What follows belongs to an exercise in optimizing a design on an open flow for small area and a short achievable clock period; a production flow would make more cautious choices.
The RTL was checked by simulation tests, not by an equivalence proof against the original design.
No activity file was given, so power comes from the tool's default toggle rates. The clock port is modelled as an ideal driver; clocking choices that lean on that would not hold on a real chip.

## job 6562
==> flow/design.v (excerpt) <==
module PE #(
  parameter integer PE_BUF_ADDR_WIDTH   = 5,
  parameter integer OP_WIDTH            = 16,
  parameter integer ACC_WIDTH           = 16,
  parameter         LAYER_NORM          = "NO"
)
(
  input  wire                                         clk,
  input  wire                                         reset,
  input  wire                                         mask,
  input  wire  [ 10+2*PE_BUF_ADDR_WIDTH -1 : 0 ]      ctrl,
  input  wire                                         src_2_sel,
  input  wire  [ OP_WIDTH             -1 : 0 ]        read_data_0,
  input  wire  [ OP_WIDTH             -1 : 0 ]        read_data_1,
  input  wire  [ OP_WIDTH             -1 : 0 ]        read_data_2,
  output wire  [ OP_WIDTH             -1 : 0 ]        lrn_center,
  output wire  [ OP_WIDTH             -1 : 0 ]        write_data,
  output wire  [ OP_WIDTH             -1 : 0 ]        pe_buffer_read_data,
  input  wire                                         pe_neuron_read_req,
  input  wire  [ OP_WIDTH             -1 : 0 ]        pe_neuron_write_data,
  input  wire                                         pe_neuron_write_req,
  input  wire  [ PE_BUF_ADDR_WIDTH    -1 : 0 ]        pe_neuron_write_addr,
  output wire                                         write_valid
);
==> flow/config.mk <==
export PLATFORM = sky130hd
export DESIGN_NAME = PE
export DESIGN_NICKNAME = PE
export VERILOG_FILES = /design/flow/design.v
export SDC_FILE = /design/flow/constraint.sdc
export NUM_CORES = 4
export LEC_CHECK = 0
export ABC_CLOCK_PERIOD_IN_PS = 2800
export CAP_MARGIN = 0
export CORE_MARGIN = 2
export CORE_UTILIZATION = 70
export SETUP_SLACK_MARGIN = 4.0
export SLEW_MARGIN = 0
==> flow/constraint.sdc <==
create_clock -name core_clock -period 6.5 [get_ports {clk}]
set_input_delay 1.3000 -clock core_clock [delete_from_list [all_inputs] [get_ports {clk}]]
set_output_delay 1.3000 -clock core_clock [all_outputs]
set_load 0.01 [all_outputs]
standard.sh (not shown) runs the stock make flow with config.mk's settings and CLKGATE_MAP_FILE= SYNTH_SCRIPT=/design/flow/synth_recipe.tcl, a recipe that flattens the netlist after the stock synthesis.
==> flow/flow/run.sh <==
#!/bin/bash
set -e
export BUFFER_PORTS_ARGS="-buffer_cell sky130_fd_sc_hd__buf_1"
export CTS_ARGS="-sink_clustering_enable -repair_clock_nets -sink_clustering_size 31 -sink_clustering_max_diameter 80 -dont_use_dummy_load"
bash standard.sh > standard.log 2>&1
Job 6562: all stages complete, timing, DRC and antenna checks passed
Relative to job 6562, the following input files were edited for job 6228:
Settings: changing CORE_UTILIZATION from 70 to 78; changing CAP_MARGIN from 0 to 20; changing SLEW_MARGIN from 0 to 20.
==> flow/flow/run.sh <==
#!/bin/bash
set -e
export BUFFER_PORTS_ARGS="-buffer_cell sky130_fd_sc_hd__buf_1"
export CTS_ARGS="-sink_clustering_enable -repair_clock_nets -sink_clustering_size 28 -sink_clustering_max_diameter 80 -dont_use_dummy_load"
bash standard.sh > standard.log 2>&1
--- outcome ---
Taking job 6562 as the reference, in job 6228 area overhead of the layout relative to synthesis rose by 0.76 points, post-detailed-routing wire length rose by 6.5%, fmax fell by 4.2 MHz.
In job 6228, switching power share of the total is higher than in job 6562.
| total global routing track utilization | job 6228 vs job 6562 | 6.6 points higher |
In job 6228, the number of antenna diodes came out 1 below the value in job 6562.
[diff] cell area, job 6228 relative to job 6562: regression
Final critical path time including I/O delays and setup deteriorates in job 6228 relative to job 6562.
First-iteration DRC count: job 6228 and job 6562 compared, lower one is job 6562
On data required time of the critical path, the lower figure sits with job 6562, not job 6228.
Modified inputs, job 5824 compared to job 6228
Settings: CORE_UTILIZATION: 78 -> 70; SLEW_MARGIN: 20 -> 5; CAP_MARGIN: 20 -> 5.
==> flow/flow/run.sh <==
#!/bin/bash
set -e
export BUFFER_PORTS_ARGS="-buffer_cell sky130_fd_sc_hd__buf_1"
export CTS_ARGS="-sink_clustering_enable -repair_clock_nets -sink_clustering_size 31 -sink_clustering_max_diameter 80 -dont_use_dummy_load"
bash standard.sh > standard.log 2>&1
[summary]
- Job 5824: no failed stages, no open violations at the end
- Relative to job 6228, tightest slew margin relative to the limit decreased by 12 points in job 5824.
- A critical path startpoint of ctrl[6] is what job 5824 shows, while pe_buffer.rd_addr[4] belongs to job 6228.
- STATUS final critical-path required period: job 5824 wins against job 6228
- Job 5824 vs. job 6228: depth of the worst register-to-register path went up by 2.
- Clock power share, job 6228 and job 5824: lower on job 5824
- Compared with job 6228, in job 5824 wire length on met3 shows a reduction of 28%; cell-internal power shows a reduction of about 0.9%; critical path depth shows a reduction of 7.
- Lower starting density of the core was reported by job 5824, not job 6228.

========
PE again, from the RTL that the note above started with.
Settings: LEC_CHECK=0, ABC_CLOCK_PERIOD_IN_PS=2800, CAP_MARGIN=20, CORE_MARGIN=2, CORE_UTILIZATION=70, SETUP_SLACK_MARGIN=4.0, SLEW_MARGIN=20; clock period 6.5 ns.
==> flow/flow/run.sh <==
#!/bin/bash
set -e
export BUFFER_PORTS_ARGS="-buffer_cell sky130_fd_sc_hd__buf_1"
export CTS_ARGS="-sink_clustering_enable -repair_clock_nets -sink_clustering_size 28 -sink_clustering_max_diameter 80 -dont_use_dummy_load"
bash standard.sh > standard.log 2>&1
==> next run, changes <==
==> flow/flow/run.sh (replaced) <==
#!/bin/bash
set -e
export BUFFER_PORTS_ARGS="-buffer_cell sky130_fd_sc_hd__buf_1"
export CTS_ARGS="-sink_clustering_enable -repair_clock_nets -sink_clustering_size 31 -sink_clustering_max_diameter 80 -dont_use_dummy_load"
bash standard.sh > standard.log 2>&1
Design area barely changes.
Flip-flop and latch count stays the same.
Worst hold slack degrades by 0.013 ns.

afterwards: timing with drivers on the ports:
In the flow no input, the clock included, has a driving cell. The finished layouts below were timed again as built, in two steps. Step 1, drivers: a clkbuf_16 drives clk and a buf_2 each remaining input, both assumed. Step 2 also shifts input and output timing later by t, the mid clock arrival at the registers, as if the neighbouring blocks saw the same clock. a / b / c = no drivers / after step 1 / after step 2; a / b = the first two.
run | t (ns) | setup slack, ns | hold WS [ns] | slew at the worst register clock pin (ns) | cell pins on the clock port's net
job 6562 | 0.661 | 3.900 / 3.859 / 3.416 | 0.334 / 0.334 / 0.334 | 0.12 / 0.12 | 1
job 6228 | 0.684 | 3.871 / 3.859 / 3.404 | 0.336 / 0.336 / 0.336 | 0.11 / 0.11 | 1
job 5824 | 0.661 | 3.900 / 3.859 / 3.416 | 0.334 / 0.334 / 0.334 | 0.12 / 0.12 | 1
the first run of note 2 | 0.667 | 3.900 / 3.859 / 3.435 | 0.323 / 0.323 / 0.323 | 0.11 / 0.11 | 1
the second run of note 2 | 0.657 | 3.900 / 3.859 / 3.441 | 0.310 / 0.310 / 0.310 | 0.12 / 0.12 | 1
After both steps every run listed still meets setup and hold.
